This is an optimization exercise on Yosys and OpenROAD, whose aim is small area, a short achievable clock period and few clock cycles, not a production implementation. The RTL was checked by simulation tests, not by an equivalence proof against the original design. Power and IR drop assume default switching activity.

==> flow/run.sh <==
#!/bin/bash
export SETUP_SLACK_MARGIN=5.8
export TNS_END_PERCENT=30
bash standard.sh > standard.log 2>&1
==> standard.sh <==
#!/bin/bash
# synth_recipe.tcl (not shown) runs the flow's synth.tcl, then flattens the netlist and writes it again
# the make line also repeats each setting of config.mk as NAME=value (left out here)
make -C /OpenROAD-flow-scripts/flow DESIGN_CONFIG=/design/flow/config.mk WORK_HOME=/design/flow/orfs CLKGATE_MAP_FILE= SYNTH_SCRIPT=/design/flow/synth_recipe.tcl "${@:-finish}"
==> config.mk <==
export PLATFORM = sky130hd
export DESIGN_NAME = cache
export DESIGN_NICKNAME = cache
export VERILOG_FILES = /design/flow/design.v
export SDC_FILE = /design/flow/constraint.sdc
export NUM_CORES = 4
export LEC_CHECK = 0
export ABC_CLOCK_PERIOD_IN_PS = 4000
export CAP_MARGIN = 20
export CELL_PAD_IN_SITES_DETAIL_PLACEMENT = 1
export CELL_PAD_IN_SITES_GLOBAL_PLACEMENT = 2
export CORE_MARGIN = 2
export CORE_UTILIZATION = 50
export PLACE_DENSITY = 0.65
export SLEW_MARGIN = 20
==> constraint.sdc <==
create_clock -name core_clock -period 10.0 [get_ports {clk}]
set_input_delay 2.0000 -clock core_clock [delete_from_list [all_inputs] [get_ports {clk}]]
set_output_delay 2.0000 -clock core_clock [all_outputs]
set_load 0.01 [all_outputs]
==> design.v <==
module RAM_256X32 #(
    parameter ADDR_W = 5
)(
    input               CLKA,
    input               RST,
    input [31:0]        DINA, 
    input [ADDR_W-1:0]  ADDRA,
    input [3:0]         WEA,
    input               ENA,
    output [31:0]       DOUTA          
);
    integer  i;
    reg[31:0]    RAM[(1<<ADDR_W)-1:0];
    reg[31:0]    data_temp;
    always @(posedge CLKA) begin
        if(RST)begin
            for(  i=0;i<(1<<ADDR_W);i=i+1)begin
                RAM[i] <= 'b0;
            end
        end
        else if((|WEA)&ENA)begin
            RAM[ADDRA][31:24]   <= WEA[3]?DINA[31:24]:RAM[ADDRA][31:24];
            RAM[ADDRA][23:16]   <= WEA[2]?DINA[23:16]:RAM[ADDRA][23:16];
            RAM[ADDRA][15:8]    <= WEA[1]?DINA[15:8] :RAM[ADDRA][15:8] ;
            RAM[ADDRA][7:0]     <= WEA[0]?DINA[7:0]  :RAM[ADDRA][7:0]  ;
        end
    end
    always @(posedge CLKA) begin
        if(ENA&(!(|WEA)))begin
            data_temp <= RAM[ADDRA];
        end
    end
    assign DOUTA = data_temp;
endmodule
module RAM_256X21 #(
    parameter ADDR_W = 5,
    parameter DATA_W = 24
)(
    input               CLKA,
    input               RST,
    input [DATA_W-1:0]  DINA, 
    input [ADDR_W-1:0]  ADDRA,
    input               WEA,
    input               ENA,
    output [DATA_W-1:0] DOUTA          
);
    integer  i;
    reg[DATA_W-1:0]    RAM[(1<<ADDR_W)-1:0];
    reg[DATA_W-1:0]    data_temp;
    always @(posedge CLKA) begin
        if(RST)begin
            for(i=0;i<(1<<ADDR_W);i=i+1)begin
                RAM[i] <= 'b0;
            end
        end
        else if((WEA)&ENA)begin
            RAM[ADDRA] <= DINA;
        end
    end
    always @(posedge CLKA) begin
        if(ENA&(!(WEA)))begin
            data_temp <= RAM[ADDRA];
        end
    end
    assign DOUTA = data_temp; 
endmodule
module Regfile_256X1 #(
    parameter ADDR_W = 5
)(
    input               CLKA,
    input               RST,
    input               DINA, 
    input [ADDR_W-1:0]  ADDRA,
    input               WEA,
    input               ENA,
    output              DOUTA          
);
    reg[(1<<ADDR_W)-1:0]      data;
    always @(posedge  CLKA ) begin
        if(RST)begin
            data <= {(1<<ADDR_W){1'b0}};
        end
        else if(WEA&ENA)begin
            data[ADDRA] <= DINA;
        end
    end
    assign DOUTA = (!WEA)&(ENA)?data[ADDRA]:'b0;
endmodule
module uncache (
    input                   clk                 ,
    input                   rst                 ,
    input[22:0]             cache_tag           ,
    input[3:0]              cache_offset        ,
    input[4:0]              cache_index         ,
    input[2:0]              cache_state         ,
    input                   cache_r             ,
    input                   cache_w             ,
    input[22:0]             dirty_tag           ,
    input[4:0]              dirty_index         ,
    input                   dirty_signal        ,
    input[127:0]            dirty_data          ,
    input[31:0]             cache_wdata         ,
    input[3:0]              cache_wstrb         ,
    output[1:0]             cache_cnt           , 
    output                  rd_req              ,
    output[2:0]             rd_type             ,
    output[31:0]            rd_addr             ,
    input                   rd_rdy              ,
    input                   ret_valid           ,
    input                   ret_last            ,
    input[31:0]             ret_data            ,
    output                  wr_req              ,
    output[2:0]             wr_type             ,
    output[31:0]            wr_addr             ,
    output[3:0]             wr_wstrb            ,
    output[127:0]           wr_data             ,
    input                   wr_rdy              ,
    output                  data_ok             ,
    output[127:0]           replace_data        
);
    wire            ar_handshake        = rd_req&rd_rdy; 
    wire[31:0]      raddr = {cache_tag,cache_index,4'b0};
    reg[1:0]        cnt;
    reg             axi_rready;
    reg             axi_arvalid;
    reg[31:0]       axi_raddr;
    reg[127:0]      rpl_data;
    wire[127:0]     w_data;
    reg             data_ok_r;
    reg     axi_wvalid;
    reg[127:0] axi_wdata;
    reg[31:0]  axi_awaddr;
    reg[2:0]    cache_state_r;
    parameter       IDLE   = 3'b000,
                    LOOKUP = 3'b001,
                    MISS   = 3'b010,
                    DIRTY_WRITE = 3'b011,
                    REPLACE= 3'b100,
                    REFILL = 3'b101; 
    always @(posedge clk) begin
        if(rst)begin
            cache_state_r <= 'b0;
        end
        else begin
            cache_state_r <= cache_state;
        end
    end
    always @(posedge clk) begin
        if(rst)begin
            axi_wvalid <= 'b0;
            axi_wdata  <= 'b0;
            axi_awaddr <= 'b0;
        end
        else if(axi_wvalid&wr_rdy)begin
            axi_wvalid <= 'b0;
            axi_wdata  <= 'b0;
            axi_awaddr <= 'b0;
        end
        else if((cache_state_r==LOOKUP)&&(cache_state==DIRTY_WRITE))begin
            axi_wvalid <= 'b1;
            axi_wdata  <= dirty_data;
            axi_awaddr <= {dirty_tag,dirty_index,4'b0000};
        end
    end
    always @(posedge clk) begin
        if(rst)begin
            axi_rready <= 'b1;
        end
        else if(ret_valid)begin
            axi_rready <= 'b0;
        end
        else if(ar_handshake)begin
            axi_rready <= 'b1;
        end
    end
    always @(posedge clk) begin
        if(rst)begin
            axi_arvalid <= 'b0;
            axi_raddr   <= 'b0;
        end
        else if(ar_handshake)begin
            axi_arvalid <= 'b0;
            axi_raddr   <= 'b0;
        end
        else if((cache_state==MISS)&&(cache_state_r!=MISS))begin
            axi_arvalid <= 'b1;
            axi_raddr   <= raddr;
        end
    end
    always @(posedge clk) begin
        if(rst)begin
            cnt <= 'b0;
        end
        else if(cache_state!=MISS)begin
            cnt <= 'b0;
        end
        else if(ret_valid)begin
            cnt <= cnt +1;
        end
    end 
    always @(posedge clk) begin
        if(rst)begin
            rpl_data <= 'b0;
        end
        else if(ret_valid)begin
            rpl_data[31:0]   <= (cnt=='d0)?ret_data:rpl_data[31:0]  ;
            rpl_data[63:32]  <= (cnt=='d1)?ret_data:rpl_data[63:32] ;
            rpl_data[95:64]  <= (cnt=='d2)?ret_data:rpl_data[95:64] ;
            rpl_data[127:96] <= (cnt=='d3)?ret_data:rpl_data[127:96];
        end
    end
    always @(posedge clk) begin
        if(rst)begin
            data_ok_r <= 'b0;
        end
        else begin
            data_ok_r <= (cnt=='d3)&&(ret_valid);
        end
    end
    wire[31:0]      wmask = {{8{cache_wstrb[3]}},{8{cache_wstrb[2]}},{8{cache_wstrb[1]}},{8{cache_wstrb[0]}}};
    wire[31:0]      wword = (cache_wdata&wmask)|(rpl_data[32*cache_offset[3:2]+:32]&~wmask);
    assign  w_data       =   (cache_offset[3:2]==0)?{rpl_data[127:32],wword}
                            :(cache_offset[3:2]==1)?{rpl_data[127:64],wword,rpl_data[31:0]}
                            :(cache_offset[3:2]==2)?{rpl_data[127:96],wword,rpl_data[63:0]}
                            :{wword,rpl_data[95:0]}
                            ;
    assign  wr_req       = axi_wvalid   ;
    assign  wr_type      = 3'b010       ;
    assign  wr_addr      = axi_awaddr   ;
    assign  wr_wstrb     = 4'b1111      ;
    assign  wr_data      = axi_wdata    ;
    assign  rd_req  = axi_arvalid;
    assign  rd_type = 'b100;
    assign  rd_addr = axi_raddr;
    assign  data_ok      = cache_state==REPLACE;
    assign  cache_cnt    = cnt;
    assign  replace_data = cache_w?w_data:rpl_data;
endmodule
module cache(
    input           clk            ,
    input           resetn         ,
    input           valid          ,
    input           op             ,
    input[4:0]      index          ,
    input[22:0]     tag            ,
    input[3:0]      offset         ,
    output          addr_ok        ,
    output          data_ok        ,
    output[31:0]    rdata          ,
    input[31:0]     wdata          ,
    input[3:0]      wstrb          ,
    output          wr_req         ,
    output[2:0]     wr_type        ,
    output[31:0]    wr_addr        ,
    output[3:0]     wr_wstrb       ,
    output[127:0]   wr_data        ,
    input           wr_rdy         ,
    output          rd_req         ,
    output[2:0]     rd_type        ,
    output[31:0]    rd_addr        ,
    input           rd_rdy         ,
    input           ret_valid      ,
    input           ret_last       ,
    input[31:0]     ret_data       
);
    wire rst = ~resetn;
    integer s, w, k, b;
    reg [127:0] data0 [0:31];
    reg [127:0] data1 [0:31];
    reg [22:0]  tag0  [0:31];
    reg [22:0]  tag1  [0:31];
    reg [31:0]  v0, v1;           
    reg [31:0]  d0, d1;           
    reg [31:0]  lru;              
    reg         p_valid, p_op;
    reg [4:0]   p_idx;
    reg [22:0]  p_tag;
    reg [1:0]   p_off;
    reg [3:0]   p_wstrb;
    reg [31:0]  p_wdata;
    reg         q_valid, q_op;
    reg [4:0]   q_idx;
    reg [22:0]  q_tag;
    reg [1:0]   q_off;
    reg [3:0]   q_wstrb;
    reg [31:0]  q_wdata;
    reg         m_busy;           
    reg         m_resp;           
    reg         m_rdreq;          
    reg         m_op, m_way;
    reg [4:0]   m_idx;
    reg [22:0]  m_tag;
    reg [1:0]   m_off;
    reg [3:0]   m_wstrb;
    reg [31:0]  m_wdata;
    reg [1:0]   cnt;
    reg [31:0]  rbuf0, rbuf1, rbuf2, rbuf3;
    reg         f_valid, f_way, f_op;
    reg [4:0]   f_idx;
    reg [31:0]  f_sel;
    reg [22:0]  f_tag;
    reg         wb_valid;
    reg [27:0]  wb_addr;
    reg [127:0] wb_data;
    reg         sb_valid, sb_way;
    reg [4:0]   sb_idx;
    reg [1:0]   sb_off;
    reg [3:0]   sb_wstrb;
    reg [31:0]  sb_wdata;
    reg         dok_r;
    reg [31:0]  rdata_r;
    assign addr_ok  = ~p_valid;
    assign data_ok  = dok_r;
    assign rdata    = rdata_r;
    assign rd_req   = m_rdreq;
    assign rd_type  = 3'b100;
    assign rd_addr  = {m_tag, m_idx, 4'b0};
    assign wr_req   = wb_valid;
    assign wr_type  = 3'b010;
    assign wr_addr  = {wb_addr, 4'b0};
    assign wr_wstrb = 4'b1111;
    assign wr_data  = wb_data;
    reg [31:0]  qsel, msel, sbsel;
    wire [4:0]  n_idx = p_valid ? p_idx : index;
    reg  [31:0] n_sel;
    always @(*) begin
        for (s = 0; s < 32; s = s + 1) n_sel[s] = (n_idx == s);
    end
    reg [127:0] line0, line1;
    reg [22:0]  ntag0, ntag1, rtag0, rtag1;
    always @(*) begin
        ntag0 = 23'b0; ntag1 = 23'b0;
        for (s = 0; s < 32; s = s + 1) begin
            ntag0 = ntag0 | ({23{n_sel[s]}} & tag0[s]);
            ntag1 = ntag1 | ({23{n_sel[s]}} & tag1[s]);
        end
        if (f_valid && f_idx == n_idx) begin
            if (f_way) ntag1 = f_tag;
            else       ntag0 = f_tag;
        end
    end
    reg         rv0, rv1, rd0, rd1, rlru;
    always @(*) begin
        line0 = 128'b0; line1 = 128'b0;
        for (s = 0; s < 32; s = s + 1) begin
            line0 = line0 | ({128{qsel[s]}} & data0[s]);
            line1 = line1 | ({128{qsel[s]}} & data1[s]);
        end
        rv0  = |(qsel & v0);
        rv1  = |(qsel & v1);
        rd0  = |(qsel & d0);
        rd1  = |(qsel & d1);
        rlru = |(qsel & lru);
    end
    wire [31:0] word0 = line0[32*q_off +: 32];
    wire [31:0] word1 = line1[32*q_off +: 32];
    wire hit0 = rv0 & (rtag0 == q_tag);
    wire hit1 = rv1 & (rtag1 == q_tag);
    wire hit  = hit0 | hit1;
    wire fin  = m_busy & ~m_rdreq & ret_valid & ret_last;
    wire sb_conf = sb_valid & (sb_idx == q_idx);
    wire f_conf  = f_valid & (f_idx == q_idx);
    wire q_ok    = q_valid & ~sb_conf & ~f_conf;
    wire sb_busy = sb_valid & (m_busy | f_valid);
    wire w_ok    = ~(q_op & sb_busy);
    reg  q_hit_r, q_miss_r;
    wire go_idle  = ~m_busy & ~wb_valid & w_ok;
    wire go_under = m_busy & m_resp & (m_idx != q_idx) & q_hit_r & w_ok;
    wire go_fin   = fin & m_resp & (m_idx != q_idx) & q_miss_r & ~wb_valid;
    wire go       = q_ok & (go_idle | go_under | go_fin);
    wire go_hit   = go & hit;
    wire go_miss  = go & ~hit;
    wire vdirty  = rlru ? rd1 : rd0;
    wire crit = m_busy & ~m_rdreq & ~m_resp & ret_valid & (cnt == m_off);
    wire sb_hold = sb_valid & f_valid;
    reg  [31:0] rword;
    always @(*) begin
        rword = ret_data;
        for (b = 0; b < 4; b = b + 1)
            if (m_op && m_off == cnt && m_wstrb[b])
                rword[8*b +: 8] = m_wdata[8*b +: 8];
    end
    wire [127:0] fline = {rbuf3, rbuf2, rbuf1, rbuf0};
    wire q_free = ~q_valid | go;
    always @(posedge clk) begin
        q_hit_r  <= ~q_free & q_ok & hit;
        q_miss_r <= ~q_free & q_ok & ~hit;
    end
    wire acc    = valid & ~p_valid;
    always @(posedge clk) begin
        if (rst) begin
            p_valid <= 1'b0;
            q_valid <= 1'b0;
        end else begin
            if (q_free) q_valid <= p_valid | acc;
            if (p_valid) p_valid <= ~q_free;
            else         p_valid <= acc & ~q_free;
        end
    end
    always @(posedge clk) begin
        if (~p_valid) begin
            p_op <= op; p_idx <= index; p_tag <= tag; p_off <= offset[3:2];
            p_wstrb <= wstrb; p_wdata <= wdata;
        end
        if (q_free) begin
            if (p_valid) begin
                q_op <= p_op; q_idx <= p_idx; q_tag <= p_tag; q_off <= p_off;
                q_wstrb <= p_wstrb; q_wdata <= p_wdata;
            end else begin
                q_op <= op; q_idx <= index; q_tag <= tag; q_off <= offset[3:2];
                q_wstrb <= wstrb; q_wdata <= wdata;
            end
            qsel <= n_sel;
        end
        if (q_free) begin
            rtag0 <= ntag0; rtag1 <= ntag1;
        end else if (f_valid && f_idx == q_idx) begin
            if (f_way) rtag1 <= f_tag;
            else       rtag0 <= f_tag;
        end
    end
    always @(posedge clk) begin
        if (~m_busy | fin) begin
            m_op <= q_op; m_idx <= q_idx; m_tag <= q_tag; m_off <= q_off;
            m_wstrb <= q_wstrb; m_wdata <= q_wdata; m_way <= rlru;
            msel <= qsel;
        end
        if (~wb_valid & (~m_busy | fin)) begin
            wb_addr <= rlru ? {rtag1, q_idx} : {rtag0, q_idx};
            wb_data <= rlru ? line1 : line0;
        end
        if (m_busy & ~m_rdreq & ret_valid) begin
            if (cnt == 2'd0) rbuf0 <= rword;
            if (cnt == 2'd1) rbuf1 <= rword;
            if (cnt == 2'd2) rbuf2 <= rword;
            if (cnt == 2'd3) rbuf3 <= rword;
        end
        f_way <= m_way; f_op <= m_op; f_idx <= m_idx; f_sel <= msel; f_tag <= m_tag;
    end
    always @(posedge clk) begin
        if (rst) begin
            m_busy <= 1'b0;
            m_resp <= 1'b0;
            m_rdreq <= 1'b0;
            cnt <= 2'd0;
            wb_valid <= 1'b0;
            f_valid <= 1'b0;
        end else begin
            if (go_miss) begin
                m_busy <= 1'b1;
                m_resp <= q_op;
                m_rdreq <= 1'b1;
                cnt <= 2'd0;
            end else begin
                if (m_rdreq & rd_rdy) m_rdreq <= 1'b0;
                if (m_busy & ~m_rdreq & ret_valid) cnt <= cnt + 2'd1;
                if (crit) m_resp <= 1'b1;
                if (fin) m_busy <= 1'b0;
            end
            f_valid <= fin;
            if (wb_valid & wr_rdy) wb_valid <= 1'b0;
            else if (go_miss & vdirty) wb_valid <= 1'b1;
        end
    end
    always @(posedge clk) begin
        if (rst) dok_r <= 1'b0;
        else     dok_r <= go_hit | (go_miss & q_op) | crit;
        rdata_r <= crit ? ret_data : (hit1 ? word1 : word0);
    end
    always @(posedge clk) begin
        if (rst) sb_valid <= 1'b0;
        else     sb_valid <= sb_hold | (go_hit & q_op);
        if (~sb_busy) begin
            sb_way <= hit1; sb_idx <= q_idx; sb_off <= q_off;
            sb_wstrb <= q_wstrb; sb_wdata <= q_wdata;
            sbsel <= qsel;
        end
    end
    reg [15:0]  wbyte;
    reg [127:0] wline;
    reg [31:0]  we0, we1;
    always @(*) begin
        for (k = 0; k < 4; k = k + 1)
            for (b = 0; b < 4; b = b + 1)
                wbyte[4*k+b] = f_valid | (sb_off == k & sb_wstrb[b]);
        wline = f_valid ? fline : {4{sb_wdata}};
        for (s = 0; s < 32; s = s + 1) begin
            we0[s] = (f_valid & ~f_way & f_sel[s]) | (sb_valid & ~f_valid & ~sb_way & sbsel[s]);
            we1[s] = (f_valid &  f_way & f_sel[s]) | (sb_valid & ~f_valid &  sb_way & sbsel[s]);
        end
    end
    always @(posedge clk) begin
        for (s = 0; s < 32; s = s + 1) begin
            if (we0[s])
                for (k = 0; k < 16; k = k + 1)
                    if (wbyte[k]) data0[s][8*k +: 8] <= wline[8*k +: 8];
            if (we1[s])
                for (k = 0; k < 16; k = k + 1)
                    if (wbyte[k]) data1[s][8*k +: 8] <= wline[8*k +: 8];
            if (f_valid & ~f_way & f_sel[s]) tag0[s] <= f_tag;
            if (f_valid &  f_way & f_sel[s]) tag1[s] <= f_tag;
        end
    end
    always @(posedge clk) begin
        if (rst) begin
            v0 <= 32'b0; v1 <= 32'b0; d0 <= 32'b0; d1 <= 32'b0; lru <= 32'b0;
        end else begin
            for (s = 0; s < 32; s = s + 1) begin
                if (f_valid & f_sel[s]) begin
                    if (~f_way) begin v0[s] <= 1'b1; d0[s] <= f_op; end
                    else        begin v1[s] <= 1'b1; d1[s] <= f_op; end
                    lru[s] <= ~f_way;
                end else if (go_hit & qsel[s]) begin
                    lru[s] <= hit0;
                    if (q_op) begin
                        if (hit0) d0[s] <= 1'b1;
                        else      d1[s] <= 1'b1;
                    end
                end
            end
        end
    end
endmodule
==> summary.txt <==
hold_buf cts 0; Flop pwr share 0.506; # DRC 0; pin count of the biggest net entering global routing 84; type of the worst setup path flop to flop; CTS tree yes; core area 767,500 µm²; fillers 66,700; CTS Buf Count 1,171; clk slew on worst S/H paths 60 ps; post-route ant nets 0; DRT Wirelength 1658 mm; Pleak 138.8 nW; fin nets 22,847; cell area after layout 445,200 µm²; vias per inst 7.243; post-synthesis cell type count 68; Worst Clk Skew 70.36 ps; height of the die 881.0 µm; clock share of power 0.411; routed length per instance 48.90 µm; ys async rst share 0; most common cell after layout, fill and taps aside edfxtp_1; TNS Setup 0 ps; sequential area share after synthesis 0.8192; top_reg_cell synth edfxtp_1; initial antenna violation count 168; I/O pin count 346; internal power 75.30 mW; Clock H-tree levels 7; crit path capture type flop; grt total ovfl 0; Area after DPL 406,800 µm²; Final setup viols 0; Data required, critical path 10,910 ps; Mapped Cells 21,386; DIE AREA 776,200 µm²; Final Util 0.5801; Hold Crit Class flop to flop; share of power burned in combinational logic 0.083; fin crit share 0.4521; DRT iter0 DRCs 41,678; Net Switching 24.56 mW; Root Driver clkbuf_16; YS warnings 5; Port Buffer Count 325; fin crit period 4521 ps; syn_area_per_cell 17.98 µm²; Net Sw Frac 0.2460; synth-to-layout area growth 15.76%; fmax 221.2 MHz; RSZ-0062 raised after global routing true; global-route wire length before repair 2168 mm; crit-path max FO 28; Max clock buf depth 5; Mapped Area 384,600 µm²; PD cells 224.3 nW/µm²; final hold violations 0; max cap viols 0; DR pass1 iterations 8; vias in the first global route 233,298; share of layout cells above drive strength 1 0.1614; clk sinks 10,603; status no timing/DRC/antenna violations; all-layer global routing usage 0.4197; CP arrival 5430 ps; VDD IR max 224.0 µV; Worst R2R Setup Slack 5480 ps; Worst-Skew Late Latency 1300 ps; RePlAce Congestion 0.8910; FF+latch count, synth 10,603; Cell Rows 322; max-slew violation count 0; slew margin rel. 0.1493; HPWL Detailed 976.5 mm; actual slew at the worst max-slew pin 1271 ps; Vias 245,629; EDFF count, synth 10,269; commonest non-fill, non-tap cells in the layout 10,269 x edfxtp_1, 3,986 x a22oi_1, 1,217 x clkbuf_16; Startpoint Class flop; Initial Utilization 0.5011; die width 881.0 µm
power groups by stage:
stage | clock network (mW) | logic (mW) | registers, mW
after floorplan | 0 | 3.30 | 51.2
after global placement | 0 | 7.64 | 51.4
after detailed placement | 0 | 7.78 | 51.5
after CTS | 41.1 | 7.95 | 50.5
after global routing | 42.7 | 8.34 | 50.5
final | 41.0 | 8.31 | 50.5
flip-flops by register name, indices dropped and copies added (netlist names), 128 cells and up:
| register | count |
|---|---|
| data1 | 4096 |
| data0 | 4096 |
| tag0 | 736 |
| tag1 | 736 |
| wb_data | 128 |
area by class of cell:
cell class	instances	area, µm²	area share
repair buffers	1586	14700	0.03303
clock buffers	1530	31720	0.07126
clock inverters	444	3329	0.007479
multi-input cells	9329	66840	0.1501
well taps	10206	12770	0.02868
flip-flops and latches	10603	315200	0.7080
diodes	171	427.9	0.0009612
inverters	44	212.7	0.0004778
routing by layer:
layer / GRT usage / share of wire / wire [µm] / vias to the layer above
met4: 0.2155 / 0.057 / 93930 / 90
met1: 0.5741 / 0.37 / 616200 / 131530
met3: 0.1239 / 0.13 / 215900 / 3469
li1: - / - / - / 91556
met5: 0 / 0.00039 / 655 / -
met2: 0.6152 / 0.44 / 731700 / 18984
timing repair:
action / CTS / global route
resized for setup: 404 / 155
endpoints found under the setup margin: 5255 / 755
gates cloned: 9 / 4
setup buffers: 52 / 26
pin swaps: 28 / 10
kinds of logic (layout without fill, tap and decap cells):
family / Yosys count / in the layout / share of synthesized area
compound gates: 5345 / 5346 / 0.1073
xor+xnor: 68 / 68 / 0.001549
fa+ha+maj: 4 / 4 / 0.0001301
buf+inv: 1472 / 3604 / 0.01648
flops: 10603 / 10603 / 0.8192
mux: 379 / 379 / 0.01079
other cells: 2 / 189 / 0.00001953
simple gates: 3513 / 3514 / 0.04455
path summary, 6_finish.rpt:
| path | from | end | cells after the start |
|---|---|---|---|
| setup reg to reg | qsel[5]$_DFFE_PN_ | wb_data[78]$_DFFE_PP_ | 8 |
| hold reg to reg | msel[28]$_DFFE_PN_ | f_sel[28]$_DFF_P_ | 0 |
| setup / recovery | qsel[5]$_DFFE_PN_ | wb_data[78]$_DFFE_PP_ | 8 |
| hold / removal | msel[28]$_DFFE_PN_ | f_sel[28]$_DFF_P_ | 0 |
critical path: stages (launching register included):
cell and delay, ps:
edfxtp_1 370, buf_6 290, buf_6 320, a22oi_1 260
nand4_1 650, or4_4 850, buf_12 180, buf_6 210
mux2i_1 960
cells in the mapped netlist, drive strengths merged, types with 96 or more instances:
library cell,number,share of area
a22o,451,0.010
nand2,454,0.0044
o21ai,115,0.0015
dfxtp,334,0.017
nand3,305,0.0040
nor2,1392,0.014
edfxtp,10269,0.80
mux2,283,0.0083
or4,123,0.0024
clkbuf,635,0.0062
buf,793,0.0098
nor4,154,0.0026
mux2i,96,0.0025
nand4,906,0.015
a21oi,118,0.0015
a221oi,502,0.013
a22oi,4005,0.078
per-stage QoR:
stage	hold slack (ps)	std cells	power (mW)	worst slack, ps
5_1_grt	333.9	33793	101.5	5685
6_report	334.0	33913	99.86	5479
3_5_place_dp	327.9	31666	59.24	3737
2_1_floorplan	323.3	21402	54.52	4547
3_3_place_gp	323.6	31637	59.09	3750
4_1_cts	331.5	33701	99.54	5450
Testbench counts, summed over its fixed seeds: cycles 112,402.

-- separate check: timing with driven ports --
The flow's constraints put no driver on any port. The routed layout listed below was extracted and timed again, unchanged, in two steps. Step 1 assumes that a clkbuf_16 drives the clock port and a buf_2 every other input. Step 2, shift: input delay + t, output delay - t, t = (earliest + latest rising clock arrival at the registers) / 2. This alone moves slack from input paths to output paths. a / b / c = ideal ports / drivers / drivers and shift; a / b = the first two.
t, ns: 1.428
setup WS [ns]: 5.479 / 5.479 / 4.496
worst data-port slew with drivers (ns): 0.42
After both steps this run still meets setup and hold. The setup slack of this run moves by 0.000 ns with the drivers and by -0.983 ns with both steps.
